What follows belongs to an exercise in optimizing a design on an open flow for small area and a short achievable clock period; a production flow would make more cautious choices.
Function was checked by simulation only, so behaviour that the tests miss may differ from the original.
No activity file was given, so power comes from the tool's default toggle rates.

### flow/flow/run.sh
#!/bin/bash
# Layout flow: the standard flow (standard.sh, which also runs the
# standard synthesis) with two changes to how the layout is made:
#  - the port buffers are the smallest buffer cell (buf_1);
#  - the clock tree uses clkbuf_8/clkbuf_16, larger sink clusters and no
#    dummy loads.
# standard.sh's output goes to standard.log; ORFS keeps each step's log
# under orfs/logs/.
set -euo pipefail
cat >> config.mk <<'EOC'
export BUFFER_PORTS_ARGS = -buffer_cell sky130_fd_sc_hd__buf_1
export CTS_ARGS = -sink_clustering_enable -repair_clock_nets -dont_use_dummy_load -buf_list {sky130_fd_sc_hd__clkbuf_16} -sink_clustering_size 30 -sink_clustering_max_diameter 90
EOC
bash standard.sh > standard.log 2>&1
### flow/standard.sh
#!/bin/bash
# synth_recipe.tcl (not shown) runs the flow's synth.tcl, then flattens the netlist and writes it again
# the make line also repeats each setting of config.mk as NAME=value (left out here)
make -C /OpenROAD-flow-scripts/flow DESIGN_CONFIG=/design/flow/config.mk WORK_HOME=/design/flow/orfs CLKGATE_MAP_FILE= SYNTH_SCRIPT=/design/flow/synth_recipe.tcl "${@:-finish}"
### flow/config.mk
export PLATFORM = sky130hd
export DESIGN_NAME = conv_1_control
export DESIGN_NICKNAME = conv_1_control
export VERILOG_FILES = /design/flow/design.v
export SDC_FILE = /design/flow/constraint.sdc
export NUM_CORES = 8
export LEC_CHECK = 0
export CAP_MARGIN = 10
export CORE_MARGIN = 2
export CORE_UTILIZATION = 50
export SLEW_MARGIN = 10
export SYNTH_HIERARCHICAL = 1
export BUFFER_PORTS_ARGS = -buffer_cell sky130_fd_sc_hd__buf_1
export CTS_ARGS = -sink_clustering_enable -repair_clock_nets -dont_use_dummy_load -buf_list {sky130_fd_sc_hd__clkbuf_16} -sink_clustering_size 30 -sink_clustering_max_diameter 90
### flow/design.v
`default_nettype none
module conv_1_control #(
    parameter
        AXI_HP_BIT   = 64,
        ADDR_WIDTH   = 14,
        DATA_WIDTH   = 16,
        ROW_WIDTH    = 10,
        COLUMN_WIDTH = 9,
        MAC_WIDTH    = DATA_WIDTH + DATA_WIDTH,
        OUT_WIDTH    = MAC_WIDTH + 4
)(
    input  wire                    clk,
    input  wire                    reset,
    input  wire                    sudo_reset,
    input  wire                    conv1_en,
    output wire                    conv1_done,
    input  wire [9:0]              in_row,
    input  wire [9:0]              in_column,
    input  wire [11:0]             input_channel,
    input  wire [11:0]             output_channel,
    output reg                     in_rd_en,
    output wire [ADDR_WIDTH:0]     in_rd_addr,
    input  wire [AXI_HP_BIT-1:0]   in_rd_data,
    output reg                     we_rd_en,
    output wire [ADDR_WIDTH-1:0]   we_rd_addr,
    input  wire [AXI_HP_BIT-1:0]   we_rd_data,
    output reg                     out_wr_en,
    output wire [ADDR_WIDTH-1:0]   out_wr_addr,
    output wire [AXI_HP_BIT-1:0]   out_wr_data
);
    reg s_idle, s_lw, s_ld, s_la, s_store, s_del, s_next, s_done;
    assign conv1_done = s_done;
    wire s_conv;
    assign s_conv = we_rd_en & ~s_ld;
    reg [11:0] ic_q, oc_q;
    reg [11:0] cc;           
    reg [5:0]  nc;           
    reg [10:0] x;            
    reg [10:0] rn;           
    reg [13:0] wa;           
    reg [12:0] oa;           
    reg [17:0] u;            
    reg        u_ovf;
    reg [10:0] nn;           
    reg        n_big;        
    reg        f1;           
    reg        fin;          
    reg        g0;           
    reg [15:0] in_q0, in_q1, in_q2, in_q3;
    reg [15:0] wl_q;
    reg [15:0] acc0, acc1, acc2, acc3;
    assign in_rd_addr  = {4'b0000, x};
    assign we_rd_addr  = wa;
    assign out_wr_addr = {1'b0, oa};
    assign out_wr_data = {acc3, acc2, acc1, acc0};
    wire [12:0] cc_inc;      
    conv1_inc #(.W(12)) u_cc_inc (.a(cc), .ci(s_conv), .y(cc_inc));
    wire last  = (cc_inc == {1'b0, ic_q});
    wire a3    = (cc[1:0] == 2'd3);
    wire cc0   = (cc == 12'd0);
    wire [6:0] nc_inc;
    conv1_inc #(.W(6)) u_nc_inc (.a(nc), .ci(s_store), .y(nc_inc));
    wire ncmatch = (nc_inc == nn[6:0]) && (nn[10:7] == 4'd0) && !n_big;
    wire g0conv = s_conv & g0;
    wire store1 = s_store & g0;
    wire usub   = store1 | s_next;
    wire [17:0] ub;
    assign ub[1:0]   = ({2{g0conv}} & oc_q[1:0]) | ({2{store1}} & ~ic_q[1:0]) | {2{s_next}};
    assign ub[11:2]  = ({10{g0conv}} & oc_q[11:2]) | ({10{usub}} & ~ic_q[11:2]);
    assign ub[17:12] = {6{usub}};
    wire [18:0] usum;
    conv1_add #(.W(18)) u_uadd (.a(u), .b(ub), .ci(usub), .y(usum));
    wire umatch = !u_ovf && (u[16:2] == 15'd0);
    wire ic_zero = (ic_q == 12'd0);
    wire wa_inc  = s_conv & a3;
    wire [13:0] wb = {{4{s_del}}, {10{s_del}} & ~ic_q[11:2]};
    wire [13:0] wsum;
    wire        wc13;
    conv1_add #(.W(13)) u_wadd (.a(wa[12:0]), .b(wb[12:0]), .ci(s_del | wa_inc), .y({wc13, wsum[12:0]}));
    assign wsum[13] = wa[13] ^ wb[13] ^ (wc13 & ~ic_zero);
    wire [13:0] oa_inc;
    conv1_inc #(.W(13)) u_oa_inc (.a(oa), .ci(s_lw & out_wr_en), .y(oa_inc));
    wire [11:0] xsum;
    wire        xc1;
    conv1_ha u_xh0 (.a(x[0]), .b(nn[0]), .s(xsum[0]), .co(xc1));
    conv1_add #(.W(10)) u_xadd (.a(x[10:1]), .b(nn[10:1]), .ci(xc1), .y(xsum[11:1]));
    wire n_is1  = !n_big && (nn == 11'd1);
    wire bit10  = xsum[10] & ~n_is1;
    wire [10:0] ra_n = s_conv ? {10'h3ff, ~bit10} : rn;
    wire ba = s_conv ? xsum[9] : s_store ? x[7] : (s_del | s_next) ? x[5] : s_lw ? x[3] : x[1];
    wire bb = s_conv ? xsum[8] : s_store ? x[6] : (s_del | s_next) ? x[4] : s_lw ? x[2] : x[0];
    wire [10:0] rb_n, rc_n;
    conv1_divstep u_dsa (.rn(ra_n), .b(ba), .n(nn), .big(n_big), .rn_o(rb_n));
    conv1_divstep u_dsb (.rn(rb_n), .b(bb), .n(nn), .big(n_big), .rn_o(rc_n));
    wire [10:0] xnew = 11'd0 - rc_n;
    wire [15:0] w3;
    wire [15:0] w3c;
    assign w3[0] = wl_q[0];
    conv1_ha u_w3h (.a(wl_q[1]), .b(wl_q[0]), .s(w3[1]), .co(w3c[2]));
    genvar gi;
    generate
        for (gi = 2; gi < 15; gi = gi + 1) begin : g_w3
            conv1_fa u (.a(wl_q[gi]), .b(wl_q[gi-1]), .c(w3c[gi]), .s(w3[gi]), .co(w3c[gi+1]));
        end
    endgenerate
    assign w3[15] = wl_q[15] ^ wl_q[14] ^ w3c[15];
    wire clr = f1 | (s_conv & cc0);
    wire keep_acc = ~clr;
    wire [15:0] y0, y1, y2, y3;
    conv1_lane u_l0 (.a(in_q0), .w(wl_q), .t(w3), .cn(~(acc0 & {16{keep_acc}})), .y(y0));
    conv1_lane u_l1 (.a(in_q1), .w(wl_q), .t(w3), .cn(~(acc1 & {16{keep_acc}})), .y(y1));
    conv1_lane u_l2 (.a(in_q2), .w(wl_q), .t(w3), .cn(~(acc2 & {16{keep_acc}})), .y(y2));
    conv1_lane u_l3 (.a(in_q3), .w(wl_q), .t(w3), .cn(~(acc3 & {16{keep_acc}})), .y(y3));
    wire rc_big = (in_q0[6] & wl_q[9]) | (in_q0[7] & (wl_q[8] | wl_q[9])) |
                  (in_q0[8] & (wl_q[7] | wl_q[8] | wl_q[9])) |
                  (in_q0[9] & (wl_q[6] | wl_q[7] | wl_q[8] | wl_q[9])) |
                  (y0[15:13] != 3'd0);
    wire sl0 = s_conv & (cc[1:0] == 2'd0);
    wire sl1 = s_conv & (cc[1:0] == 2'd1);
    wire sl2 = s_conv & (cc[1:0] == 2'd2);
    wire sl3 = s_conv & a3;
    wire [15:0] wsel = ({16{sl0}} & we_rd_data[15:0])  | ({16{sl1}} & we_rd_data[31:16]) |
                       ({16{sl2}} & we_rd_data[47:32]) | ({16{sl3}} & we_rd_data[63:48]) |
                       ({16{s_la}} & {16{we_rd_data[63]}}) |
                       ({16{s_idle}} & {6'd0, in_column});
    always @(posedge clk or negedge reset) begin
        if (!reset) begin
            s_idle <= 1'b1; s_lw <= 1'b0; s_ld <= 1'b0; in_rd_en <= 1'b0; s_la <= 1'b0;
            s_store <= 1'b0; s_del <= 1'b0; s_next <= 1'b0; s_done <= 1'b0;
            we_rd_en <= 1'b0; out_wr_en <= 1'b0;
        end else if (sudo_reset) begin
            s_idle <= 1'b1; s_lw <= 1'b0; s_ld <= 1'b0; in_rd_en <= 1'b0; s_la <= 1'b0;
            s_store <= 1'b0; s_del <= 1'b0; s_next <= 1'b0; s_done <= 1'b0;
            we_rd_en <= 1'b0; out_wr_en <= 1'b0;
        end else begin
            s_idle  <= (s_idle & ~conv1_en) | s_done;
            s_lw    <= (s_idle & conv1_en) | s_la | s_del | (s_next & ~umatch);
            s_ld    <= s_lw | (s_conv & ~last & ~a3);
            in_rd_en <= s_ld;
            s_la    <= s_conv & ~last & a3;
            s_store <= s_conv & last;
            s_del   <= s_store & ~ncmatch;
            s_next  <= s_store & ncmatch;
            s_done  <= s_next & umatch;
            we_rd_en  <= s_lw | s_ld;
            out_wr_en <= s_store | s_del | s_next;
        end
    end
    always @(posedge clk) begin
        ic_q  <= input_channel;
        oc_q  <= output_channel;
        f1    <= s_idle;
        fin   <= s_lw & out_wr_en;
        g0    <= s_idle | (g0 & ~s_store);
        cc    <= (s_idle | s_store) ? 12'd0 : cc_inc[11:0];
        nc    <= (s_idle | s_next)  ? 6'd0  : nc_inc[5:0];
        oa    <= s_idle ? 13'd0 : oa_inc[12:0];
        wa    <= s_idle ? 14'd0 : wsum;
        u     <= s_idle ? 18'd0 : usum[17:0];
        u_ovf <= s_idle ? 1'b0  : (u_ovf | (g0conv & usum[18]) | (store1 & usum[17]));
        if (s_idle)             x <= 11'd0;
        else if (s_conv)        x <= xsum[10:0];
        else if (s_ld & fin)    x <= xnew[10:0];
        rn <= rc_n;
        if (f1) begin
            nn    <= y0[12:2];
            n_big <= rc_big;
        end
        in_q0 <= s_idle ? {6'd0, in_row} : in_rd_data[15:0];
        in_q1 <= in_rd_data[31:16];
        in_q2 <= in_rd_data[47:32];
        in_q3 <= in_rd_data[63:48];
        wl_q  <= wsel;
        acc0  <= y0;
        acc1  <= y1;
        acc2  <= y2;
        acc3  <= y3;
    end
endmodule
module conv1_divstep (
    input  wire [10:0] rn,
    input  wire        b,
    input  wire [10:0] n,
    input  wire        big,
    output wire [10:0] rn_o
);
    wire [11:0] tn = {rn, ~b};
    wire [11:0] s;
    wire        c1;
    conv1_ha u_h0 (.a(tn[0]), .b(n[0]), .s(s[0]), .co(c1));
    conv1_add #(.W(10)) u_add (.a(tn[10:1]), .b(n[10:1]), .ci(c1), .y(s[11:1]));
    wire keep = (tn[11] & s[11]) | big;
    assign rn_o = keep ? tn[10:0] : s[10:0];
endmodule
module conv1_add #(parameter W = 8) (
    input  wire [W-1:0] a,
    input  wire [W-1:0] b,
    input  wire         ci,
    output wire [W:0]   y
);
    wire [W:0] c;
    assign c[0] = ci;
    genvar i;
    generate
        for (i = 0; i < W; i = i + 1) begin : g
            conv1_fa u (.a(a[i]), .b(b[i]), .c(c[i]), .s(y[i]), .co(c[i+1]));
        end
    endgenerate
    assign y[W] = c[W];
endmodule
module conv1_inc #(parameter W = 8) (
    input  wire [W-1:0] a,
    input  wire         ci,
    output wire [W:0]   y
);
    wire [W:0] c;
    assign c[0] = ci;
    genvar i;
    generate
        for (i = 0; i < W; i = i + 1) begin : g
            conv1_ha u (.a(a[i]), .b(c[i]), .s(y[i]), .co(c[i+1]));
        end
    endgenerate
    assign y[W] = c[W];
endmodule
module conv1_pp (
    input  wire s1,
    input  wire a1,
    input  wire s2,
    input  wire a2,
    input  wire s3,
    input  wire a3,
    output wire yn
);
    assign yn = ~((s1 & a1) | (s2 & a2) | (s3 & a3));
endmodule
module conv1_fa (
    input  wire a,
    input  wire b,
    input  wire c,
    output wire s,
    output wire co
);
    assign s  = a ^ b ^ c;
    assign co = (a & b) | (a & c) | (b & c);
endmodule
module conv1_ha (
    input  wire a,
    input  wire b,
    output wire s,
    output wire co
);
    assign s  = a ^ b;
    assign co = a & b;
endmodule
module conv1_lane (
    input  wire [15:0] a,
    input  wire [15:0] w,
    input  wire [15:0] t,
    input  wire [15:0] cn,
    output wire [15:0] y
);
    wire w1, w2, w3, w4, w5, w6, w7, w8, w9, w10, w11, w12, w13, w14, w15, w16;
    wire w17, w18, w19, w20, w21, w22, w23, w24, w25, w26, w27, w28, w29, w30, w31, w32;
    wire w33, w34, w35, w36, w37, w38, w39, w40, w41, w42, w43, w44, w45, w46, w47, w48;
    wire w49, w50, w51, w52, w53, w54, w55, w56, w57, w58, w59, w60, w61, w62, w63, w64;
    wire w65, w66, w67, w68, w69, w70, w71, w72, w73, w74, w75, w76, w77, w78, w79, w80;
    wire w81, w82, w83, w84, w85, w86, w87, w88, w89, w90, w91, w92, w93, w94, w95, w96;
    wire w97, w98, w99, w100, w101, w102, w103, w104, w105, w106, w107, w108, w109, w110, w111, w112;
    wire w113, w114, w115, w116, w117, w118, w119, w120, w121, w122, w123, w124, w125, w126, w127, w128;
    wire w129, w130, w131, w132, w133, w134, w135, w136, w137, w138, w139, w140, w141, w142, w143, w144;
    wire w145, w146, w147, w148, w149, w150, w151, w152, w153, w154, w155, w156, w157, w158, w159, w160;
    wire w161, w162, w163, w164, w165, w166, w167, w168, w169, w170, w171, w172, w173, w174, w175, w176;
    wire w177, w178, w179, w180, w181, w182, w183, w184, w185, w186, w187, w188, w189, w190, w191, w192;
    wire w193, w194, w195, w196, w197, w198, w199, w200, w201, w202, w203, w204, w205, w206, w207, w208;
    wire d1_0 = a[0] & ~a[1];
    wire d2_0 = ~a[0] & a[1];
    wire d3_0 = a[0] & a[1];
    wire d1_1 = a[2] & ~a[3];
    wire d2_1 = ~a[2] & a[3];
    wire d3_1 = a[2] & a[3];
    wire d1_2 = a[4] & ~a[5];
    wire d2_2 = ~a[4] & a[5];
    wire d3_2 = a[4] & a[5];
    wire d1_3 = a[6] & ~a[7];
    wire d2_3 = ~a[6] & a[7];
    wire d3_3 = a[6] & a[7];
    wire d1_4 = a[8] & ~a[9];
    wire d2_4 = ~a[8] & a[9];
    wire d3_4 = a[8] & a[9];
    wire d1_5 = a[10] & ~a[11];
    wire d2_5 = ~a[10] & a[11];
    wire d3_5 = a[10] & a[11];
    wire d1_6 = a[12] & ~a[13];
    wire d2_6 = ~a[12] & a[13];
    wire d3_6 = a[12] & a[13];
    wire d1_7 = a[14] & ~a[15];
    wire d2_7 = ~a[14] & a[15];
    wire d3_7 = a[14] & a[15];
    assign w1 = ~(a[0] & w[0]);
    conv1_pp u2 (.s1(d1_0), .a1(w[1]), .s2(d2_0), .a2(w[0]), .s3(d3_0), .a3(t[1]), .yn(w2));
    conv1_pp u3 (.s1(d1_0), .a1(w[2]), .s2(d2_0), .a2(w[1]), .s3(d3_0), .a3(t[2]), .yn(w3));
    conv1_pp u4 (.s1(d1_0), .a1(w[3]), .s2(d2_0), .a2(w[2]), .s3(d3_0), .a3(t[3]), .yn(w4));
    conv1_pp u5 (.s1(d1_0), .a1(w[4]), .s2(d2_0), .a2(w[3]), .s3(d3_0), .a3(t[4]), .yn(w5));
    conv1_pp u6 (.s1(d1_0), .a1(w[5]), .s2(d2_0), .a2(w[4]), .s3(d3_0), .a3(t[5]), .yn(w6));
    conv1_pp u7 (.s1(d1_0), .a1(w[6]), .s2(d2_0), .a2(w[5]), .s3(d3_0), .a3(t[6]), .yn(w7));
    conv1_pp u8 (.s1(d1_0), .a1(w[7]), .s2(d2_0), .a2(w[6]), .s3(d3_0), .a3(t[7]), .yn(w8));
    conv1_pp u9 (.s1(d1_0), .a1(w[8]), .s2(d2_0), .a2(w[7]), .s3(d3_0), .a3(t[8]), .yn(w9));
    conv1_pp u10 (.s1(d1_0), .a1(w[9]), .s2(d2_0), .a2(w[8]), .s3(d3_0), .a3(t[9]), .yn(w10));
    conv1_pp u11 (.s1(d1_0), .a1(w[10]), .s2(d2_0), .a2(w[9]), .s3(d3_0), .a3(t[10]), .yn(w11));
    conv1_pp u12 (.s1(d1_0), .a1(w[11]), .s2(d2_0), .a2(w[10]), .s3(d3_0), .a3(t[11]), .yn(w12));
    conv1_pp u13 (.s1(d1_0), .a1(w[12]), .s2(d2_0), .a2(w[11]), .s3(d3_0), .a3(t[12]), .yn(w13));
    conv1_pp u14 (.s1(d1_0), .a1(w[13]), .s2(d2_0), .a2(w[12]), .s3(d3_0), .a3(t[13]), .yn(w14));
    conv1_pp u15 (.s1(d1_0), .a1(w[14]), .s2(d2_0), .a2(w[13]), .s3(d3_0), .a3(t[14]), .yn(w15));
    conv1_pp u16 (.s1(d1_0), .a1(w[15]), .s2(d2_0), .a2(w[14]), .s3(d3_0), .a3(t[15]), .yn(w16));
    assign w17 = ~(a[2] & w[0]);
    conv1_pp u18 (.s1(d1_1), .a1(w[1]), .s2(d2_1), .a2(w[0]), .s3(d3_1), .a3(t[1]), .yn(w18));
    conv1_pp u19 (.s1(d1_1), .a1(w[2]), .s2(d2_1), .a2(w[1]), .s3(d3_1), .a3(t[2]), .yn(w19));
    conv1_pp u20 (.s1(d1_1), .a1(w[3]), .s2(d2_1), .a2(w[2]), .s3(d3_1), .a3(t[3]), .yn(w20));
    conv1_pp u21 (.s1(d1_1), .a1(w[4]), .s2(d2_1), .a2(w[3]), .s3(d3_1), .a3(t[4]), .yn(w21));
    conv1_pp u22 (.s1(d1_1), .a1(w[5]), .s2(d2_1), .a2(w[4]), .s3(d3_1), .a3(t[5]), .yn(w22));
    conv1_pp u23 (.s1(d1_1), .a1(w[6]), .s2(d2_1), .a2(w[5]), .s3(d3_1), .a3(t[6]), .yn(w23));
    conv1_pp u24 (.s1(d1_1), .a1(w[7]), .s2(d2_1), .a2(w[6]), .s3(d3_1), .a3(t[7]), .yn(w24));
    conv1_pp u25 (.s1(d1_1), .a1(w[8]), .s2(d2_1), .a2(w[7]), .s3(d3_1), .a3(t[8]), .yn(w25));
    conv1_pp u26 (.s1(d1_1), .a1(w[9]), .s2(d2_1), .a2(w[8]), .s3(d3_1), .a3(t[9]), .yn(w26));
    conv1_pp u27 (.s1(d1_1), .a1(w[10]), .s2(d2_1), .a2(w[9]), .s3(d3_1), .a3(t[10]), .yn(w27));
    conv1_pp u28 (.s1(d1_1), .a1(w[11]), .s2(d2_1), .a2(w[10]), .s3(d3_1), .a3(t[11]), .yn(w28));
    conv1_pp u29 (.s1(d1_1), .a1(w[12]), .s2(d2_1), .a2(w[11]), .s3(d3_1), .a3(t[12]), .yn(w29));
    conv1_pp u30 (.s1(d1_1), .a1(w[13]), .s2(d2_1), .a2(w[12]), .s3(d3_1), .a3(t[13]), .yn(w30));
    assign w31 = ~(a[4] & w[0]);
    conv1_pp u32 (.s1(d1_2), .a1(w[1]), .s2(d2_2), .a2(w[0]), .s3(d3_2), .a3(t[1]), .yn(w32));
    conv1_pp u33 (.s1(d1_2), .a1(w[2]), .s2(d2_2), .a2(w[1]), .s3(d3_2), .a3(t[2]), .yn(w33));
    conv1_pp u34 (.s1(d1_2), .a1(w[3]), .s2(d2_2), .a2(w[2]), .s3(d3_2), .a3(t[3]), .yn(w34));
    conv1_pp u35 (.s1(d1_2), .a1(w[4]), .s2(d2_2), .a2(w[3]), .s3(d3_2), .a3(t[4]), .yn(w35));
    conv1_pp u36 (.s1(d1_2), .a1(w[5]), .s2(d2_2), .a2(w[4]), .s3(d3_2), .a3(t[5]), .yn(w36));
    conv1_pp u37 (.s1(d1_2), .a1(w[6]), .s2(d2_2), .a2(w[5]), .s3(d3_2), .a3(t[6]), .yn(w37));
    conv1_pp u38 (.s1(d1_2), .a1(w[7]), .s2(d2_2), .a2(w[6]), .s3(d3_2), .a3(t[7]), .yn(w38));
    conv1_pp u39 (.s1(d1_2), .a1(w[8]), .s2(d2_2), .a2(w[7]), .s3(d3_2), .a3(t[8]), .yn(w39));
    conv1_pp u40 (.s1(d1_2), .a1(w[9]), .s2(d2_2), .a2(w[8]), .s3(d3_2), .a3(t[9]), .yn(w40));
    conv1_pp u41 (.s1(d1_2), .a1(w[10]), .s2(d2_2), .a2(w[9]), .s3(d3_2), .a3(t[10]), .yn(w41));
    conv1_pp u42 (.s1(d1_2), .a1(w[11]), .s2(d2_2), .a2(w[10]), .s3(d3_2), .a3(t[11]), .yn(w42));
    assign w43 = ~(a[6] & w[0]);
    conv1_pp u44 (.s1(d1_3), .a1(w[1]), .s2(d2_3), .a2(w[0]), .s3(d3_3), .a3(t[1]), .yn(w44));
    conv1_pp u45 (.s1(d1_3), .a1(w[2]), .s2(d2_3), .a2(w[1]), .s3(d3_3), .a3(t[2]), .yn(w45));
    conv1_pp u46 (.s1(d1_3), .a1(w[3]), .s2(d2_3), .a2(w[2]), .s3(d3_3), .a3(t[3]), .yn(w46));
    conv1_pp u47 (.s1(d1_3), .a1(w[4]), .s2(d2_3), .a2(w[3]), .s3(d3_3), .a3(t[4]), .yn(w47));
    conv1_pp u48 (.s1(d1_3), .a1(w[5]), .s2(d2_3), .a2(w[4]), .s3(d3_3), .a3(t[5]), .yn(w48));
    conv1_pp u49 (.s1(d1_3), .a1(w[6]), .s2(d2_3), .a2(w[5]), .s3(d3_3), .a3(t[6]), .yn(w49));
    conv1_pp u50 (.s1(d1_3), .a1(w[7]), .s2(d2_3), .a2(w[6]), .s3(d3_3), .a3(t[7]), .yn(w50));
    conv1_pp u51 (.s1(d1_3), .a1(w[8]), .s2(d2_3), .a2(w[7]), .s3(d3_3), .a3(t[8]), .yn(w51));
    conv1_pp u52 (.s1(d1_3), .a1(w[9]), .s2(d2_3), .a2(w[8]), .s3(d3_3), .a3(t[9]), .yn(w52));
    assign w53 = ~(a[8] & w[0]);
    conv1_pp u54 (.s1(d1_4), .a1(w[1]), .s2(d2_4), .a2(w[0]), .s3(d3_4), .a3(t[1]), .yn(w54));
    conv1_pp u55 (.s1(d1_4), .a1(w[2]), .s2(d2_4), .a2(w[1]), .s3(d3_4), .a3(t[2]), .yn(w55));
    conv1_pp u56 (.s1(d1_4), .a1(w[3]), .s2(d2_4), .a2(w[2]), .s3(d3_4), .a3(t[3]), .yn(w56));
    conv1_pp u57 (.s1(d1_4), .a1(w[4]), .s2(d2_4), .a2(w[3]), .s3(d3_4), .a3(t[4]), .yn(w57));
    conv1_pp u58 (.s1(d1_4), .a1(w[5]), .s2(d2_4), .a2(w[4]), .s3(d3_4), .a3(t[5]), .yn(w58));
    conv1_pp u59 (.s1(d1_4), .a1(w[6]), .s2(d2_4), .a2(w[5]), .s3(d3_4), .a3(t[6]), .yn(w59));
    conv1_pp u60 (.s1(d1_4), .a1(w[7]), .s2(d2_4), .a2(w[6]), .s3(d3_4), .a3(t[7]), .yn(w60));
    assign w61 = ~(a[10] & w[0]);
    conv1_pp u62 (.s1(d1_5), .a1(w[1]), .s2(d2_5), .a2(w[0]), .s3(d3_5), .a3(t[1]), .yn(w62));
    conv1_pp u63 (.s1(d1_5), .a1(w[2]), .s2(d2_5), .a2(w[1]), .s3(d3_5), .a3(t[2]), .yn(w63));
    conv1_pp u64 (.s1(d1_5), .a1(w[3]), .s2(d2_5), .a2(w[2]), .s3(d3_5), .a3(t[3]), .yn(w64));
    conv1_pp u65 (.s1(d1_5), .a1(w[4]), .s2(d2_5), .a2(w[3]), .s3(d3_5), .a3(t[4]), .yn(w65));
    conv1_pp u66 (.s1(d1_5), .a1(w[5]), .s2(d2_5), .a2(w[4]), .s3(d3_5), .a3(t[5]), .yn(w66));
    assign w67 = ~(a[12] & w[0]);
    conv1_pp u68 (.s1(d1_6), .a1(w[1]), .s2(d2_6), .a2(w[0]), .s3(d3_6), .a3(t[1]), .yn(w68));
    conv1_pp u69 (.s1(d1_6), .a1(w[2]), .s2(d2_6), .a2(w[1]), .s3(d3_6), .a3(t[2]), .yn(w69));
    conv1_pp u70 (.s1(d1_6), .a1(w[3]), .s2(d2_6), .a2(w[2]), .s3(d3_6), .a3(t[3]), .yn(w70));
    assign w71 = ~(a[14] & w[0]);
    conv1_pp u72 (.s1(d1_7), .a1(w[1]), .s2(d2_7), .a2(w[0]), .s3(d3_7), .a3(t[1]), .yn(w72));
    conv1_fa u74 (.a(w3), .b(w17), .c(cn[2]), .s(w73), .co(w74));
    conv1_fa u76 (.a(w4), .b(w18), .c(cn[3]), .s(w75), .co(w76));
    conv1_fa u78 (.a(w5), .b(w19), .c(w31), .s(w77), .co(w78));
    conv1_fa u80 (.a(w6), .b(w20), .c(w32), .s(w79), .co(w80));
    conv1_fa u82 (.a(w7), .b(w21), .c(w33), .s(w81), .co(w82));
    conv1_fa u84 (.a(w8), .b(w22), .c(w34), .s(w83), .co(w84));
    conv1_fa u86 (.a(w9), .b(w23), .c(w35), .s(w85), .co(w86));
    conv1_fa u88 (.a(w45), .b(w53), .c(cn[8]), .s(w87), .co(w88));
    conv1_fa u90 (.a(w10), .b(w24), .c(w36), .s(w89), .co(w90));
    conv1_fa u92 (.a(w46), .b(w54), .c(cn[9]), .s(w91), .co(w92));
    conv1_fa u94 (.a(w11), .b(w25), .c(w37), .s(w93), .co(w94));
    conv1_fa u96 (.a(w47), .b(w55), .c(w61), .s(w95), .co(w96));
    conv1_fa u98 (.a(w12), .b(w26), .c(w38), .s(w97), .co(w98));
    conv1_fa u100 (.a(w48), .b(w56), .c(w62), .s(w99), .co(w100));
    conv1_fa u102 (.a(w13), .b(w27), .c(w39), .s(w101), .co(w102));
    conv1_fa u104 (.a(w49), .b(w57), .c(w63), .s(w103), .co(w104));
    conv1_fa u106 (.a(w14), .b(w28), .c(w40), .s(w105), .co(w106));
    conv1_fa u108 (.a(w50), .b(w58), .c(w64), .s(w107), .co(w108));
    conv1_fa u110 (.a(w15), .b(w29), .c(w41), .s(w109), .co(w110));
    conv1_fa u112 (.a(w51), .b(w59), .c(w65), .s(w111), .co(w112));
    conv1_fa u114 (.a(w69), .b(w71), .c(cn[14]), .s(w113), .co(w114));
    assign w115 = w16 ^ w30 ^ w42;
    assign w116 = w52 ^ w60 ^ w66;
    assign w117 = w70 ^ w72 ^ cn[15];
    conv1_fa u119 (.a(w76), .b(w77), .c(cn[4]), .s(w118), .co(w119));
    conv1_fa u121 (.a(w78), .b(w79), .c(cn[5]), .s(w120), .co(w121));
    conv1_fa u123 (.a(w80), .b(w81), .c(w43), .s(w122), .co(w123));
    conv1_fa u125 (.a(w82), .b(w83), .c(w44), .s(w124), .co(w125));
    conv1_fa u127 (.a(w84), .b(w85), .c(w87), .s(w126), .co(w127));
    conv1_fa u129 (.a(w86), .b(w88), .c(w89), .s(w128), .co(w129));
    conv1_fa u131 (.a(w90), .b(w92), .c(w93), .s(w130), .co(w131));
    conv1_fa u133 (.a(w94), .b(w96), .c(w97), .s(w132), .co(w133));
    conv1_fa u135 (.a(w98), .b(w100), .c(w101), .s(w134), .co(w135));
    conv1_fa u137 (.a(w103), .b(w67), .c(cn[12]), .s(w136), .co(w137));
    conv1_fa u139 (.a(w102), .b(w104), .c(w105), .s(w138), .co(w139));
    conv1_fa u141 (.a(w107), .b(w68), .c(cn[13]), .s(w140), .co(w141));
    conv1_fa u143 (.a(w106), .b(w108), .c(w109), .s(w142), .co(w143));
    assign w144 = w110 ^ w112 ^ w114;
    assign w145 = w115 ^ w116 ^ w117;
    conv1_fa u147 (.a(w121), .b(w122), .c(cn[6]), .s(w146), .co(w147));
    conv1_fa u149 (.a(w123), .b(w124), .c(cn[7]), .s(w148), .co(w149));
    conv1_fa u151 (.a(w127), .b(w128), .c(w91), .s(w150), .co(w151));
    conv1_fa u153 (.a(w129), .b(w130), .c(w95), .s(w152), .co(w153));
    conv1_fa u155 (.a(w131), .b(w132), .c(w99), .s(w154), .co(w155));
    conv1_fa u157 (.a(w133), .b(w134), .c(w136), .s(w156), .co(w157));
    conv1_fa u159 (.a(w135), .b(w137), .c(w138), .s(w158), .co(w159));
    conv1_fa u161 (.a(w139), .b(w141), .c(w142), .s(w160), .co(w161));
    assign w162 = w143 ^ w144 ^ w145;
    conv1_fa u164 (.a(w149), .b(w125), .c(w126), .s(w163), .co(w164));
    conv1_fa u166 (.a(w151), .b(w152), .c(cn[10]), .s(w165), .co(w166));
    conv1_fa u168 (.a(w153), .b(w154), .c(cn[11]), .s(w167), .co(w168));
    conv1_fa u170 (.a(w157), .b(w158), .c(w140), .s(w169), .co(w170));
    conv1_fa u172 (.a(w159), .b(w160), .c(w111), .s(w171), .co(w172));
    conv1_fa u174 (.a(w168), .b(w155), .c(w156), .s(w173), .co(w174));
    conv1_fa u176 (.a(w170), .b(w171), .c(w113), .s(w175), .co(w176));
    assign w177 = w172 ^ w161 ^ w162;
    assign w178 = ~(w1 ^ cn[0]);
    assign w179 = w1 | cn[0];
    conv1_fa u181 (.a(w2), .b(cn[1]), .c(w179), .s(w180), .co(w181));
    assign w182 = ~(w73 ^ w181);
    assign w183 = w73 | w181;
    conv1_fa u185 (.a(w74), .b(w75), .c(w183), .s(w184), .co(w185));
    assign w186 = ~(w118 ^ w185);
    assign w187 = w118 | w185;
    conv1_fa u189 (.a(w119), .b(w120), .c(w187), .s(w188), .co(w189));
    assign w190 = ~(w146 ^ w189);
    assign w191 = w146 | w189;
    conv1_fa u193 (.a(w147), .b(w148), .c(w191), .s(w192), .co(w193));
    assign w194 = ~(w163 ^ w193);
    assign w195 = w163 | w193;
    conv1_fa u197 (.a(w164), .b(w150), .c(w195), .s(w196), .co(w197));
    assign w198 = ~(w165 ^ w197);
    assign w199 = w165 | w197;
    conv1_fa u201 (.a(w166), .b(w167), .c(w199), .s(w200), .co(w201));
    assign w202 = ~(w173 ^ w201);
    assign w203 = w173 | w201;
    conv1_fa u205 (.a(w174), .b(w169), .c(w203), .s(w204), .co(w205));
    assign w206 = ~(w175 ^ w205);
    assign w207 = w175 | w205;
    assign w208 = w176 ^ w177 ^ w207;
    assign y = ~{w208, w206, w204, w202, w200, w198, w196, w194, w192, w190, w188, w186, w184, w182, w180, w178};
endmodule
### flow/constraint.sdc
create_clock -name core_clock -period 140.0 [get_ports {clk}]
set_input_delay 28.0000 -clock core_clock [delete_from_list [all_inputs] [get_ports {clk}]]
set_output_delay 28.0000 -clock core_clock [all_outputs]
set_load 0.01 [all_outputs]
==> results of run 1 <==
## power breakdown
part / total (mW) / switching [mW] / internal, mW
combinational: 0.245 / 0.135 / 0.110
clock: 0.0468 / 0.0263 / 0.0205
sequential: 0.115 / 0.0130 / 0.102
## cells in the final DEF, fill, tap and decap left out, types with 17 or more instances in the layout
| master | n |
|---|---|
| and2_1 | 58 |
| ha_1 | 67 |
| nor2_1 | 22 |
| a222oi_1 | 256 |
| o21ai_0 | 26 |
| dfxtp_1 | 252 |
| xnor2_1 | 58 |
| nand3_1 | 18 |
| fa_1 | 296 |
| buf_1 | 281 |
| nor2b_1 | 125 |
| nand2_1 | 104 |
| buf_4 | 27 |
| a22oi_1 | 17 |
| xor2_1 | 24 |
| inv_1 | 126 |
| nand2_2 | 28 |
| mux2_2 | 32 |
## flip-flops by register name (all words and copies together), names as in the netlist, 12 cells and up
| register | cells |
|---|---|
| in_q3 | 16 |
| in_q1 | 16 |
| wl_q | 16 |
| oa | 13 |
| acc1 | 16 |
| acc0 | 16 |
| cc | 12 |
| wa | 14 |
| ic_q | 12 |
| acc2 | 16 |
| oc_q | 12 |
| in_q0 | 16 |
| u | 18 |
| acc3 | 16 |
| in_q2 | 16 |
## per-stage QoR
stage          util [%]  setup slack (ps)  total power, mW  cells
5_1_grt           55.68            110720           0.4508   2508
3_5_place_dp      54.67            110930           0.3627   2491
6_report          55.68            110810           0.4071   2508
2_1_floorplan         -            111130           0.2943   1710
4_1_cts           55.68            110770           0.4123   2507
3_3_place_gp      54.67            110970           0.3582   2491
## layout make-up
type                            instances  area share [%]
Clock buffer                           16           1.810
Inverter                              126           2.138
Sequential cell                       280           26.16
Tap cell                              525           2.969
Antenna cell                            1         0.01131
Multi-Input combinational cell       1252           61.23
Timing Repair Buffer                  308           5.684
## per-layer routing
metal  track usage [%]  vias to the layer above  wire, µm  part of all wire, %
met5                 0                        -         0                    0
met2             43.55                      910     26220                   46
li1                  -                     6921         -                    -
met3             5.102                       96      5513                  9.7
met1             38.61                     7857     23620                   42
met4             7.583                        0      1239                  2.2
## final timing paths
kind                       startpoint         endpoint  cells past startpoint
max                           acc1[2]  out_wr_data[18]                      1
min reg2reg                    s_done           s_idle                      2
min in group asynchronous       reset            s_del                      1
min                            s_done           s_idle                      2
max in group asynchronous       reset         in_rd_en                      1
max reg2reg                     nn[0]             x[9]                     40
==> notes.md, run 1 <==
DRC=0; worst stage delay on the critical path=380 ps; Clock Skew=85.18 ps; Worst EP arrival=1200 ps; fmax=0.03425 GHz; placed cell area=21,720 µm²; Mapped Area=20,090 µm²; CTS tree=built; CP cell instances=buf_1; final setup violation count=0; initial DRC count=2,878; power per cell area=18.40 nW/µm²; register-to-register setup slack=123,400 ps; Max FO, Critical Path=2; final setup TNS=0 ps; maximum vdd ir drop=0.009007 mV; H-tree depth=1; status=complete, no violations; worst hold path class=register to register; Layout area overhead=10.13%; worst slew pin tran=1189 ps; cell count after synthesis=1,706; Max Slew Vio Count=0; max_slew headroom=20.58%; Sink Count=280; via count=15,780; kind of critical path=register to output port; DIE HEIGHT=204.4 µm; Mapped Avg Cell Area=11.77 µm²; Worst-path clk slew=120 ps; vias per cell=6.293; share of cells above drive strength 1=6.307%; # IOs=287; RSZ-0062 raised after global routing=no; Critical Path RT=112,000 ps; type of destination of the critical path=output port; family with the most delay on the worst path=flip-flops; leak pwr=8.146 nW; Num CTS Buffers=16; Clock Path Buffers=3; drt pass-1 iters=15; I/O Buffers=281; area of the core=39,730 µm²; CTS Hold Bufs=0; worst-skew pair later-pin latency=560 ps; Max Cap Violations=0; Tmin final=29,190 ps; hold slack=501.3 ps; final hold vios=0; first-pass GRT wire length=89,890 µm; Worst path slowest cell=dfxtp_1; Die X=204.4 µm; routability cong.=0.8557; layout net count=2,526; FF+latch area=5788 µm²; Rows=73; Resized Gates After CTS=0; Final Cycle Share=20.85%; post-DP HPWL=40,580 µm; Fill cells=3,523; routed len/inst=22.56 µm; vias in the first global route=16,090; largest net degree at the start of global routing=81; die area=41,800 µm²; gr usage total=27.44%; ANT nets after route=0; # Post-CTS Setup Buffers=0; area used by multi-input combinational logic=13,550 µm²; Root Driver=clkbuf_16; final instance area=22,120 µm²; Ys Warns=7; GRT overflow=0; drt total wl=56,590 µm; worst path bufs/invs=1; Worst setup SP type=register; starting density of the core=50.56%; initial antenna violation count=1
==> inputs of run 2 (changes only) <==
--- a/flow/flow/run.sh
+++ b/flow/flow/run.sh
@@ -11,3 +11,3 @@
 export BUFFER_PORTS_ARGS = -buffer_cell sky130_fd_sc_hd__buf_1
-export CTS_ARGS = -sink_clustering_enable -repair_clock_nets -dont_use_dummy_load -buf_list {sky130_fd_sc_hd__clkbuf_16} -sink_clustering_size 30 -sink_clustering_max_diameter 90
+export CTS_ARGS = -sink_clustering_enable -repair_clock_nets -dont_use_dummy_load -buf_list {sky130_fd_sc_hd__clkbuf_8 sky130_fd_sc_hd__clkbuf_16} -sink_clustering_size 24 -sink_clustering_max_diameter 80
 EOC
==> flow/config.mk (replaced) <==
export PLATFORM = sky130hd
export DESIGN_NAME = conv_1_control
export DESIGN_NICKNAME = conv_1_control
export VERILOG_FILES = /design/flow/design.v
export SDC_FILE = /design/flow/constraint.sdc
export NUM_CORES = 8
export LEC_CHECK = 0
export CAP_MARGIN = 10
export CORE_MARGIN = 2
export CORE_UTILIZATION = 65
export SLEW_MARGIN = 10
export SYNTH_HIERARCHICAL = 1
export BUFFER_PORTS_ARGS = -buffer_cell sky130_fd_sc_hd__buf_1
export CTS_ARGS = -sink_clustering_enable -repair_clock_nets -dont_use_dummy_load -buf_list {sky130_fd_sc_hd__clkbuf_8 sky130_fd_sc_hd__clkbuf_16} -sink_clustering_size 24 -sink_clustering_max_diameter 80
==> notes.md, run 2 <==
first-pass GRT wire length=88,840 µm (was 89,890 µm); ANT nets after route=0 (unchanged); dpl cells=2,360 (was 2,491); CTS Hold Bufs=0 (unchanged); Final WS setup=110,820 ps (was 110,810 ps); Ys Warns=7 (unchanged); Final Cycle Share=20.84% (was 20.85%); Worst path slowest cell=dfxtp_1 (unchanged); Root Driver=clkbuf_16 (unchanged); I/O Buffers=281 (unchanged); share of cells above drive strength 1=6.152% (was 6.307%); Critical Path RT=112,000 ps (about the same); max reg flops=18 (unchanged); DRC=0 (unchanged); Top reg by flops=u (unchanged); family with the most delay on the worst path=flip-flops (unchanged); vias in the first global route=16,480 (was 16,090); kind of critical path=register to output port (unchanged); Clock Path Buffers=3 (unchanged); Fill cells=2,304 (was 3,523); Worst R2R End=x[9] (unchanged); final setup violation count=0 (unchanged); worst stage delay on the critical path=470 ps (was 380 ps); Tmin final=29,180 ps (was 29,190 ps); type of destination of the critical path=output port (unchanged); vias per cell=6.807 (was 6.293); CTS tree=built (unchanged); RSZ-0062 raised after global routing=no (unchanged); worst slew pin tran=1256 ps (was 1189 ps); final hold vios=0 (unchanged); starting density of the core=65.84% (was 50.56%); register-to-register setup slack=123,190 ps (was 123,400 ps); commonest non-fill, non-tap cell in the layout=fa_1 (unchanged); CP cell instances=buf_1 (unchanged); Worst setup SP type=register (unchanged); Resized Gates After CTS=0 (unchanged); Hold Path End=s_idle (unchanged); Clock Skew=51.36 ps (was 85.18 ps); cell count after synthesis=1,706 (unchanged); # IOs=287 (unchanged); leak pwr=8.175 nW (was 8.146 nW); Reg2Reg Depth=40 (unchanged); Layout area overhead=9.623% (was 10.13%); Worst EP arrival=1180 ps (was 1200 ps); Sink Count=280 (unchanged); Num CTS Buffers=19 (was 16); power per cell area=19.02 nW/µm² (was 18.40 nW/µm²); die area=32,330 µm² (was 41,800 µm²); Max Slew Vio Count=0 (unchanged); worst path bufs/invs=1 (unchanged); post-DP HPWL=39,050 µm (was 40,580 µm); Max FO, Critical Path=2 (unchanged); status=complete, no violations (unchanged); routability cong.=0.8902 (was 0.8557); max_slew headroom=16.08% (was 20.58%); fmax=0.03427 GHz (was 0.03425 GHz); routed len/inst=23.47 µm (was 22.56 µm); drt pass-1 iters=15 (unchanged); area of the core=30,510 µm² (was 39,730 µm²); Place WS=110,800 ps (was 110,930 ps); drt total wl=55,920 µm (was 56,590 µm); GRT overflow=0 (unchanged); # Post-CTS Setup Buffers=0 (unchanged); initial antenna violation count=4 (was 1); largest net degree at the start of global routing=66 (was 81); gr usage total=34.31% (was 27.44%); H-tree depth=1 (unchanged); utilization after layout=72.18% (was 55.68%); layout net count=2,527 (was 2,526); Die X=179.8 µm (was 204.4 µm); Mapped Area=20,090 µm² (unchanged); worst-skew pair later-pin latency=540 ps (was 560 ps); final std cells w/o fill=2,383 (was 2,508); Worst-path clk slew=90 ps (was 120 ps); maximum vdd ir drop=0.01465 mV (was 0.009007 mV); initial DRC count=3,126 (was 2,878); Mapped Avg Cell Area=11.77 µm² (unchanged); RR Startpoint=nn[0] (unchanged); DIE HEIGHT=179.8 µm (was 204.4 µm); most frequent cells in the layout=fa_1, buf_1, a222oi_1 (unchanged); via count=16,220 (was 15,780); Hold Crit Start=s_done (unchanged); Rows=64 (was 73); Max Cap Violations=0 (unchanged); hold slack=502.5 ps (was 501.3 ps); hold depth=2 (unchanged); worst hold path class=register to register (unchanged); final setup TNS=0 ps (unchanged)
run 2: report_power, final:
group / internal, mW / total, mW / switching [mW]
Clock: 0.0241 / 0.0515 / 0.0274
Combinational: 0.112 / 0.251 / 0.139
Sequential: 0.102 / 0.116 / 0.0141
Total: 0.238 / 0.419 / 0.181
run 2: routing by layer:
layer / GRT usage [%] / wire, µm / vias up
met1: 46.70 / 21210 / 7993
li1: - / - / 6916
met2: 53.95 / 26110 / 1158
met4: 14.44 / 2534 / 0
met3: 7.131 / 6071 / 155
met5: 0 / 0 / -
run 2: stage by stage:
step           area [µm²]  power (mW)
2_1_floorplan       20100      0.2943
3_3_place_gp        21540      0.3537
3_5_place_dp        21540      0.3638
4_1_cts             22010      0.4190
5_1_grt             22020      0.4578
6_report            22020      0.4188
run 2: how the worst max path moves through the flow:
stage                         startpoint              end  slack (ps)  cells past startpoint
after global routing             acc1[1]  out_wr_data[17]      110810                      1
after floorplan           we_rd_data[63]          wl_q[4]      111130                      5
after detailed placement  we_rd_data[63]         wl_q[13]      110800                      4
after CTS                           x[1]    in_rd_addr[1]      110830                      1
final                            acc1[1]  out_wr_data[17]      110820                      1
after global placement    we_rd_data[63]          wl_q[2]      110860                      4
run 2: area by class of cell:
cell class                      count  area, µm²  share of cell area, %
Multi-Input combinational cell   1252      13540                  61.48
Sequential cell                   280       5787                  26.28
Tap cell                          396      495.5                  2.250
Clock buffer                       19      475.5                  2.159
Timing Repair Buffer              306       1242                  5.642
Inverter                          126      473.0                  2.148
Antenna cell                        4      10.01                0.04545
run 2: worst reg2reg max path: cells and delay by family (launching register included):
kind            cells  cell delay [ps]
compound gates      4             1760
fa+ha+maj          31            12710
mux                 2              920
flops               1              530
xor+xnor            1              160
simple gates        2              620
==> inputs of run 3 (changes only) <==
--- a/flow/design.v
+++ b/flow/design.v
@@ -236,2 +236,16 @@
 endmodule
+module conv1_xnor (
+    input  wire a,
+    input  wire b,
+    output wire y
+);
+    assign y = ~(a ^ b);
+endmodule
+module conv1_or (
+    input  wire a,
+    input  wire b,
+    output wire y
+);
+    assign y = a | b;
+endmodule
 module conv1_fa (
@@ -427,25 +441,25 @@
     assign w177 = w172 ^ w161 ^ w162;
-    assign w178 = ~(w1 ^ cn[0]);
-    assign w179 = w1 | cn[0];
+    conv1_xnor u179 (.a(w1), .b(cn[0]), .y(w178));
+    conv1_or u179o (.a(w1), .b(cn[0]), .y(w179));
     conv1_fa u181 (.a(w2), .b(cn[1]), .c(w179), .s(w180), .co(w181));
-    assign w182 = ~(w73 ^ w181);
-    assign w183 = w73 | w181;
+    conv1_xnor u183 (.a(w73), .b(w181), .y(w182));
+    conv1_or u183o (.a(w73), .b(w181), .y(w183));
     conv1_fa u185 (.a(w74), .b(w75), .c(w183), .s(w184), .co(w185));
-    assign w186 = ~(w118 ^ w185);
-    assign w187 = w118 | w185;
+    conv1_xnor u187 (.a(w118), .b(w185), .y(w186));
+    conv1_or u187o (.a(w118), .b(w185), .y(w187));
     conv1_fa u189 (.a(w119), .b(w120), .c(w187), .s(w188), .co(w189));
-    assign w190 = ~(w146 ^ w189);
-    assign w191 = w146 | w189;
+    conv1_xnor u191 (.a(w146), .b(w189), .y(w190));
+    conv1_or u191o (.a(w146), .b(w189), .y(w191));
     conv1_fa u193 (.a(w147), .b(w148), .c(w191), .s(w192), .co(w193));
-    assign w194 = ~(w163 ^ w193);
-    assign w195 = w163 | w193;
+    conv1_xnor u195 (.a(w163), .b(w193), .y(w194));
+    conv1_or u195o (.a(w163), .b(w193), .y(w195));
     conv1_fa u197 (.a(w164), .b(w150), .c(w195), .s(w196), .co(w197));
-    assign w198 = ~(w165 ^ w197);
-    assign w199 = w165 | w197;
+    conv1_xnor u199 (.a(w165), .b(w197), .y(w198));
+    conv1_or u199o (.a(w165), .b(w197), .y(w199));
     conv1_fa u201 (.a(w166), .b(w167), .c(w199), .s(w200), .co(w201));
-    assign w202 = ~(w173 ^ w201);
-    assign w203 = w173 | w201;
+    conv1_xnor u203 (.a(w173), .b(w201), .y(w202));
+    conv1_or u203o (.a(w173), .b(w201), .y(w203));
     conv1_fa u205 (.a(w174), .b(w169), .c(w203), .s(w204), .co(w205));
-    assign w206 = ~(w175 ^ w205);
-    assign w207 = w175 | w205;
+    conv1_xnor u207 (.a(w175), .b(w205), .y(w206));
+    conv1_or u207o (.a(w175), .b(w205), .y(w207));
     assign w208 = w176 ^ w177 ^ w207;
==> notes.md, run 3 <==
Max Slew Vio Count=0 (unchanged); dpl cells=2,341 (was 2,360); share of cells above drive strength 1=6.568% (was 6.152%); Layout area overhead=9.866% (was 9.623%); worst-skew pair later-pin latency=550 ps (was 540 ps); GRT overflow=0 (unchanged); Hold Path End=s_idle (unchanged); vias per cell=6.898 (was 6.807); power per cell area=19.93 nW/µm² (was 19.02 nW/µm²); layout net count=2,476 (was 2,527); I/O Buffers=281 (unchanged); drt pass-1 iters=19 (was 15); commonest non-fill, non-tap cell in the layout=fa_1 (unchanged); Sink Count=280 (unchanged); Max Cap Violations=0 (unchanged); Reg2Reg Depth=40 (unchanged); Final Cycle Share=20.85% (was 20.84%); final hold vios=0 (unchanged); Top reg by flops=u (unchanged); routed wl met2=25,710 µm (was 26,110 µm); DRC=0 (unchanged); Place WS=110,960 ps (was 110,800 ps); Worst R2R End=x[8] (was x[9]); final std cells w/o fill=2,361 (was 2,383); most frequent cells in the layout=fa_1, buf_1, a222oi_1 (unchanged); initial DRC count=3,439 (was 3,126); fmax=0.03427 GHz (about the same); DIE HEIGHT=179.2 µm (was 179.8 µm); # IOs=287 (unchanged); Max FO, Critical Path=4 (was 2); Rows=64 (unchanged); CP cell instances=buf_1 (unchanged); worst path bufs/invs=1 (unchanged); Resized Gates After CTS=0 (unchanged); Mapped Avg Cell Area=11.86 µm² (was 11.77 µm²); first-pass GRT wire length=87,830 µm (was 88,840 µm); # Post-CTS Setup Buffers=0 (unchanged); family with the most delay on the worst path=flip-flops (unchanged); final setup TNS=0 ps (unchanged); worst stage delay on the critical path=450 ps (was 470 ps); max_slew headroom=17.67% (was 16.08%); Worst setup SP type=register (unchanged); Ys Warns=7 (unchanged); status=complete, no violations (unchanged); drt total wl=55,470 µm (was 55,920 µm); Root Driver=clkbuf_16 (unchanged); register-to-register setup slack=123,350 ps (was 123,190 ps); cell count after synthesis=1,682 (was 1,706); wire length on met1=21,700 µm (was 21,210 µm); final setup violation count=0 (unchanged); CTS tree=built (unchanged); via count=16,290 (was 16,220); Clock Path Buffers=3 (unchanged); maximum vdd ir drop=0.02121 mV (was 0.01465 mV); Worst EP arrival=1180 ps (about the same); Final WS setup=110,820 ps (about the same); starting density of the core=65.56% (was 65.84%); type of destination of the critical path=output port (unchanged); post-DP HPWL=38,860 µm (was 39,050 µm); CTS Hold Bufs=0 (unchanged); initial antenna violation count=1 (was 4); worst slew pin tran=1232 ps (was 1256 ps); RSZ-0062 raised after global routing=no (unchanged); leak pwr=7.739 nW (was 8.175 nW); die area=32,110 µm² (was 32,330 µm²); gr usage total=35.07% (was 34.31%); largest net degree at the start of global routing=74 (was 66); Top Layer Used=met4 (unchanged); Hold Crit Start=s_done (unchanged); DR WL met3=6434 µm (was 6071 µm); routability cong.=0.9215 (was 0.8902); H-tree depth=1 (unchanged); kind of critical path=register to output port (unchanged); Clock Skew=73.05 ps (was 51.36 ps); vias in the first global route=16,280 (was 16,480); Tmin final=29,180 ps (about the same); Critical Path RT=112,000 ps (about the same); hold slack=493.7 ps (was 502.5 ps); worst hold path class=register to register (unchanged); area of the core=30,430 µm² (was 30,510 µm²); ANT nets after route=0 (unchanged); max reg flops=18 (unchanged); Worst path slowest cell=dfxtp_1 (unchanged); Num CTS Buffers=19 (unchanged); Mapped Area=19,950 µm² (was 20,090 µm²); routed len/inst=23.49 µm (was 23.47 µm); hold depth=2 (unchanged); Die X=179.2 µm (was 179.8 µm); Worst-path clk slew=90 ps (about the same); RR Startpoint=nn[0] (unchanged)
## run 3: layout make-up
class / instances / area [µm²]
Multi-Input combinational cell: 1284 / 13610
Antenna cell: 1 / 2.502
Timing Repair Buffer: 311 / 1280
Inverter: 70 / 262.8
Sequential cell: 280 / 5787
Fill cell: 2315 / 8513
Clock buffer: 19 / 475.5
Tap cell: 396 / 495.5
## run 3: worst max path at each step
stage                              start             to  depth (start not counted)
final                               x[5]  in_rd_addr[5]                          1
after global placement    we_rd_data[63]        wl_q[0]                          4
after CTS                           x[5]  in_rd_addr[5]                          1
after floorplan           we_rd_data[63]        wl_q[4]                          5
after global routing                x[5]  in_rd_addr[5]                          1
after detailed placement  we_rd_data[63]       wl_q[11]                          4
## run 3: per-layer routing
metal / up-vias / track usage, %
met2: 1209 / 55.79
li1: 6887 / -
met3: 140 / 6.807
met5: - / 0
met4: 0 / 10.11
met1: 8051 / 49.29
## run 3: report_power, final
part           total [mW]  switching (mW)  internal, mW
logic               0.270           0.145         0.125
clock network      0.0519          0.0278        0.0241
registers           0.115          0.0132         0.102
total               0.437           0.186         0.251
## run 3: stage by stage
step / area [µm²] / util (%) / power [mW]
3_5_place_dp: 21440 / 70.45 / 0.3826
2_1_floorplan: 19960 / - / 0.3151
5_1_grt: 21920 / 72.02 / 0.4781
6_report: 21920 / 72.02 / 0.4368
3_3_place_gp: 21440 / 70.45 / 0.3740
4_1_cts: 21910 / 72.01 / 0.4370
==> inputs of run 4 (changes only) <==
--- a/flow/flow/run.sh
+++ b/flow/flow/run.sh
@@ -11,3 +11,3 @@
 export BUFFER_PORTS_ARGS = -buffer_cell sky130_fd_sc_hd__buf_1
-export CTS_ARGS = -sink_clustering_enable -repair_clock_nets -dont_use_dummy_load -buf_list {sky130_fd_sc_hd__clkbuf_8 sky130_fd_sc_hd__clkbuf_16} -sink_clustering_size 24 -sink_clustering_max_diameter 80
+export CTS_ARGS = -sink_clustering_enable -repair_clock_nets -dont_use_dummy_load -buf_list {sky130_fd_sc_hd__clkbuf_8} -sink_clustering_size 16 -sink_clustering_max_diameter 60
 EOC
--- a/flow/config.mk
+++ b/flow/config.mk
@@ -13,2 +13,2 @@
 export BUFFER_PORTS_ARGS = -buffer_cell sky130_fd_sc_hd__buf_1
-export CTS_ARGS = -sink_clustering_enable -repair_clock_nets -dont_use_dummy_load -buf_list {sky130_fd_sc_hd__clkbuf_8 sky130_fd_sc_hd__clkbuf_16} -sink_clustering_size 24 -sink_clustering_max_diameter 80
+export CTS_ARGS = -sink_clustering_enable -repair_clock_nets -dont_use_dummy_load -buf_list {sky130_fd_sc_hd__clkbuf_8} -sink_clustering_size 16 -sink_clustering_max_diameter 60
==> notes.md, run 4 <==
Critical Path RT=112,000 ps (about the same); max_slew headroom=19.63% (was 17.67%); CTS Hold Bufs=0 (unchanged); status=complete, no violations (unchanged); share of cells above drive strength 1=6.994% (was 6.568%); Top reg by flops=u (unchanged); Max Cap Violations=0 (unchanged); most frequent cells in the layout=fa_1, buf_1, a222oi_1 (unchanged); kind of critical path=register to output port (unchanged); Mapped Area=19,950 µm² (unchanged); final setup violation count=0 (unchanged); Resized Gates After CTS=0 (unchanged); Worst path slowest cell=dfxtp_1 (unchanged); DRC=0 (unchanged); maximum vdd ir drop=0.02391 mV (was 0.02121 mV); final std cells w/o fill=2,370 (was 2,361); dpl cells=2,341 (unchanged); Hold Crit Start=s_idle (was s_done); final hold vios=0 (unchanged); leak pwr=7.706 nW (was 7.739 nW); via count=16,370 (was 16,290); worst path bufs/invs=1 (unchanged); cell count after synthesis=1,682 (unchanged); Critical Path Stages=1 (unchanged); starting density of the core=65.56% (unchanged); routability cong.=0.9215 (unchanged); drt pass-1 iters=19 (unchanged); Num CTS Buffers=28 (was 19); Final Cycle Share=20.88% (was 20.85%); Ys Warns=7 (unchanged); Max FO, Critical Path=4 (unchanged); CP cell instances=buf_1 (unchanged); power per cell area=19.67 nW/µm² (was 19.93 nW/µm²); vias in the first global route=16,300 (was 16,280); type of destination of the critical path=output port (unchanged); Reg2Reg Depth=40 (unchanged); Hold Path End=f1 (was s_idle); RR Startpoint=nn[0] (unchanged); largest net degree at the start of global routing=74 (unchanged); family with the most delay on the worst path=flip-flops (unchanged); layout net count=2,485 (was 2,476); initial antenna violation count=1 (unchanged); worst slew pin tran=1203 ps (was 1232 ps); gr usage total=34.97% (was 35.07%); RSZ-0062 raised after global routing=no (unchanged); fmax=0.03420 GHz (was 0.03427 GHz); Root Driver=clkbuf_8 (was clkbuf_16); hold slack=495.9 ps (was 493.7 ps); # IOs=287 (unchanged); Clock Skew=82.66 ps (was 73.05 ps); routed len/inst=23.37 µm (was 23.49 µm); die area=32,110 µm² (unchanged); Clock Path Buffers=3 (unchanged); initial DRC count=3,161 (was 3,439); Worst R2R End=x[9] (was x[8]); register-to-register setup slack=123,300 ps (was 123,350 ps); Mapped Avg Cell Area=11.86 µm² (unchanged); final setup TNS=0 ps (unchanged); Worst setup SP type=register (unchanged); DIE HEIGHT=179.2 µm (unchanged); placed cell area=21,440 µm² (unchanged); Layout area overhead=9.415% (was 9.866%); final instance area=21,830 µm² (was 21,920 µm²); Tmin final=29,240 ps (was 29,180 ps); ANT nets after route=0 (unchanged); hold depth=0 (was 2); commonest non-fill, non-tap cell in the layout=fa_1 (unchanged); Worst-path clk slew=100 ps (was 90 ps); Max Slew Vio Count=0 (unchanged); area of the core=30,430 µm² (unchanged); max reg flops=18 (unchanged); Die X=179.2 µm (unchanged); post-DP HPWL=38,860 µm (unchanged); Overall Power=429.3 µW (was 436.8 µW); drt total wl=55,380 µm (was 55,470 µm); CTS tree=built (unchanged); Rows=64 (unchanged); first-pass GRT wire length=87,750 µm (was 87,830 µm); worst-skew pair later-pin latency=610 ps (was 550 ps); worst hold path class=register to register (unchanged); I/O Buffers=281 (unchanged); # Post-CTS Setup Buffers=0 (unchanged); H-tree depth=1 (unchanged); Sink Count=280 (unchanged); worst stage delay on the critical path=440 ps (was 450 ps); vias per cell=6.907 (was 6.898); Worst EP arrival=1240 ps (was 1180 ps); GRT overflow=0 (unchanged)
[run 4: changes by cell type in the layout (fill, tap and decap cells not counted), sizes merged]
cell,change
clkbuf,+9
[run 4: final cells by class]
type / instances / area, µm²
Clock buffer: 28 / 385.4
Timing Repair Buffer: 311 / 1280
Antenna cell: 1 / 2.502
Tap cell: 396 / 495.5
Multi-Input combinational cell: 1284 / 13610
Fill cell: 2330 / 8603
Sequential cell: 280 / 5787
Inverter: 70 / 262.8
[run 4: how the worst max path moves through the flow]
stage | startpoint | to | slack [ps]
2_1_floorplan | we_rd_data[63] | wl_q[4] | 111130
3_3_place_gp | we_rd_data[63] | wl_q[0] | 111000
3_5_place_dp | we_rd_data[63] | wl_q[11] | 110960
4_1_cts | x[5] | in_rd_addr[5] | 110720
5_1_grt | x[5] | in_rd_addr[5] | 110690
6_report | x[5] | in_rd_addr[5] | 110760
[run 4: per-stage QoR]
stage               utilization, %  setup slack, ps
floorplan                        -           111130
global placement             70.45           111000
detailed placement           70.45           110960
CTS                          71.72           110720
global route                 71.73           110690
finish                       71.73           110760
[run 4: power by group]
group | internal (mW) | total (mW) | switching [mW]
clock network | 0.0176 | 0.0446 | 0.0269
logic | 0.125 | 0.270 | 0.145
registers | 0.102 | 0.115 | 0.0131
total | 0.244 | 0.429 | 0.185
[run 4: metal layers]
layer	track usage (%)	vias to the layer above	wire [µm]
li1	-	6900	-
met1	49.25	8111	21830
met2	55.37	1193	25640
met3	6.616	166	6266
met4	10.65	0	1646
met5	0	-	0
[run 4: worst register-to-register path: cells and delay by family, from the launching register on]
family                   cells  cell delay [ps]
AND/OR/NAND/NOR              2              600
AO/OA/AOI/OAI                4             1700
XOR/XNOR                     1              150
adder cells (fa/ha/maj)     31            12710
flip-flops                   1              530
multiplexers                 2              930
==> inputs of run 5 (changes only) <==
--- a/flow/flow/run.sh
+++ b/flow/flow/run.sh
@@ -4,3 +4,3 @@
 #  - the port buffers are the smallest buffer cell (buf_1);
-#  - the clock tree uses clkbuf_8/clkbuf_16, larger sink clusters and no
+#  - the clock tree uses clkbuf_8 with sink clusters of up to 16 flip-flops and no
 #    dummy loads.
@@ -12,2 +12,3 @@
 export CTS_ARGS = -sink_clustering_enable -repair_clock_nets -dont_use_dummy_load -buf_list {sky130_fd_sc_hd__clkbuf_8} -sink_clustering_size 16 -sink_clustering_max_diameter 60
+export SETUP_SLACK_MARGIN = 110.95
 EOC
--- a/flow/config.mk
+++ b/flow/config.mk
@@ -14 +14,2 @@
 export CTS_ARGS = -sink_clustering_enable -repair_clock_nets -dont_use_dummy_load -buf_list {sky130_fd_sc_hd__clkbuf_8} -sink_clustering_size 16 -sink_clustering_max_diameter 60
+export SETUP_SLACK_MARGIN = 110.95
==> notes.md, run 5 <==
share of cells above drive strength 1=20.10% (was 6.994%); GR Layer Usage met2=57.76% (was 55.37%); Place WS=110,960 ps (unchanged); final setup violation count=0 (unchanged); Root Driver=clkbuf_8 (unchanged); DRC=0 (unchanged); worst path bufs/invs=1 (unchanged); Num CTS Buffers=28 (unchanged); drt total wl=57,330 µm (was 55,380 µm); CP cell instances=clkbuf_2 (was buf_1); max_slew headroom=18.59% (was 19.63%); Final Cycle Share=20.80% (was 20.88%); status=complete, no violations (unchanged); Worst-path clk slew=80 ps (was 100 ps); maximum vdd ir drop=0.02691 mV (was 0.02391 mV); family with the most delay on the worst path=flip-flops (unchanged); CTS tree=built (unchanged); power per cell area=19.48 nW/µm² (was 19.67 nW/µm²); worst slew pin tran=1219 ps (was 1203 ps); gr usage total=36.14% (was 34.97%); area of the core=30,430 µm² (unchanged); final std cells w/o fill=2,442 (was 2,370); initial DRC count=3,245 (was 3,161); layout net count=2,557 (was 2,485); type of destination of the critical path=output port (unchanged); utilization after layout=76.25% (was 71.73%); Clock Skew=93.99 ps (was 82.66 ps); dpl cells=2,341 (unchanged); Worst setup SP type=register (unchanged); leak pwr=8.594 nW (was 7.706 nW); vias per cell=6.808 (was 6.907); initial antenna violation count=1 (unchanged); Top Usage Layer GRT=met2 (unchanged); worst-skew pair later-pin latency=620 ps (was 610 ps); I/O Buffers=281 (unchanged); Mapped Area=19,950 µm² (unchanged); cell count after synthesis=1,682 (unchanged); most frequent cells in the layout=fa_1, a222oi_1, buf_1 (was fa_1, buf_1, a222oi_1); Max FO, Critical Path=2 (was 4); worst hold path class=register to register (unchanged); Worst path slowest cell=dfrtp_1 (was dfxtp_1); H-tree depth=1 (unchanged); met3 Use GR=7.485% (was 6.616%); Max Cap Violations=0 (unchanged); # IOs=287 (unchanged); die area=32,110 µm² (unchanged); GRT overflow=0 (unchanged); ANT nets after route=0 (unchanged); Final WS setup=110,880 ps (was 110,760 ps); routability cong.=0.9215 (unchanged); starting density of the core=65.56% (unchanged); worst stage delay on the critical path=390 ps (was 440 ps); routed len/inst=23.47 µm (was 23.37 µm); DIE HEIGHT=179.2 µm (unchanged); fmax=0.03433 GHz (was 0.03420 GHz); Mapped Avg Cell Area=11.86 µm² (unchanged); Clock Path Buffers=3 (unchanged); Worst EP arrival=1120 ps (was 1240 ps); Sink Count=280 (unchanged); final setup TNS=0 ps (unchanged); first-pass GRT wire length=90,620 µm (was 87,750 µm); largest net degree at the start of global routing=74 (unchanged); drt pass-1 iters=17 (was 19); via count=16,620 (was 16,370); max reg flops=18 (unchanged); kind of critical path=register to output port (unchanged); Tmin final=29,130 ps (was 29,240 ps); Ys Warns=7 (unchanged); Rows=64 (unchanged); post-DP HPWL=38,860 µm (unchanged); Die X=179.2 µm (unchanged); RSZ-0062 raised after global routing=yes (was no); CTS Hold Bufs=0 (unchanged); commonest non-fill, non-tap cell in the layout=fa_1 (unchanged); Layout area overhead=16.32% (was 9.415%); vias in the first global route=16,860 (was 16,300); Fill cells=2,103 (was 2,330); area used by multi-input combinational logic=13,610 µm² (unchanged); met1 usage=49.67% (was 49.25%); FF+latch area=5926 µm² (was 5787 µm²); Max Slew Vio Count=0 (unchanged); final hold vios=0 (unchanged); Top reg by flops=u (unchanged); Critical Path RT=112,000 ps (about the same)
==> run 5: per-layer routing <==
| metal | routed length (µm) | vias to the layer above |
|---|---|---|
| li1 | - | 7041 |
| met1 | 22330 | 8266 |
| met2 | 26960 | 1173 |
| met3 | 6352 | 144 |
| met4 | 1681 | 0 |
| met5 | 0 | - |
==> run 5: report_power, final <==
group	leakage (nW)	internal, mW	switching, mW	total [mW]
Clock	0.201	0.0176	0.0270	0.0446
Combinational	5.97	0.141	0.148	0.290
Sequential	2.43	0.104	0.0140	0.118
Total	8.59	0.263	0.189	0.452
==> run 5: timing repair <==
item / 4_1_cts / 5_1_grt
pin swaps: 0 / 0
endpoints found under the setup margin: 105 / 95
gates resized for setup: 281 / 20
buffers inserted: 53 / 19
==> run 5: worst paths after layout <==
check	from	endpoint	slack, ps	cells after the start
worst max-delay path	out_wr_en	out_wr_en	110880	1
worst min-delay path	s_done	s_idle	490	2
worst max register to register	nn[0]	x[8]	123300	40
worst min register to register	s_done	s_idle	490	2
max in group asynchronous	reset	s_idle	112280	1
min in group asynchronous	reset	s_next	27330	1
==> run 5: stage by stage <==
stage               total power [mW]  area, µm²  hold slack (ps)
floorplan                     0.3151      19960            401.2
global placement              0.3740      21440            485.6
detailed placement            0.3826      21440            484.5
CTS                           0.4469      22990            490.5
global route                  0.4934      23200            509.0
finish                        0.4520      23200            490.5
==> run 5: final cells by class <==
type	instances	area share, %
flip-flops and latches	280	25.54
multi-input cells	1284	58.67
repair buffers	383	10.85
diodes	1	0.01078
inverters	70	1.132
clock buffers	28	1.661
well taps	396	2.135

afterwards: timing with drivers on the ports:
In the flow no input, the clock included, has a driving cell. The finished layouts below were timed again as built, in two steps.
Step 1 sets driving cells, clkbuf_16 on the clock port and buf_2 on the other inputs (assumed; they add their load-dependent delay and slew).
Step 2 moves the port delays by t, midway between the first and last clock arrival at a register: inputs arrive t later, outputs are due t later. That takes back most of the time a late clock gives input paths.
a / b / c = ideal ports / drivers / drivers and shift; a / b = the first two.
run	t (ns)	slack for setup (ns)	hold slack, ns	worst setup path at the end	slew at the worst register clock pin (ns)
run 1	0.573	110.805 / 110.748 / 110.910	0.501 / 0.501 / 0.501	input to register	0.12 / 0.12
run 2	0.561	110.819 / 110.768 / 110.772	0.503 / 0.503 / 0.503	input to register	0.09 / 0.09
run 3	0.567	110.817 / 110.765 / 110.930	0.494 / 0.494 / 0.494	input to register	0.10 / 0.10
run 4	0.620	110.763 / 110.716 / 110.919	0.496 / 0.496 / 0.496	input to register	0.10 / 0.10
run 5	0.619	110.875 / 110.828 / 110.911	0.491 / 0.491 / 0.491	input to register	0.10 / 0.10
After both steps every run listed still meets setup and hold. The setup slack of run 2, which loses most, moves by -0.051 ns with the drivers and by -0.047 ns with both steps.
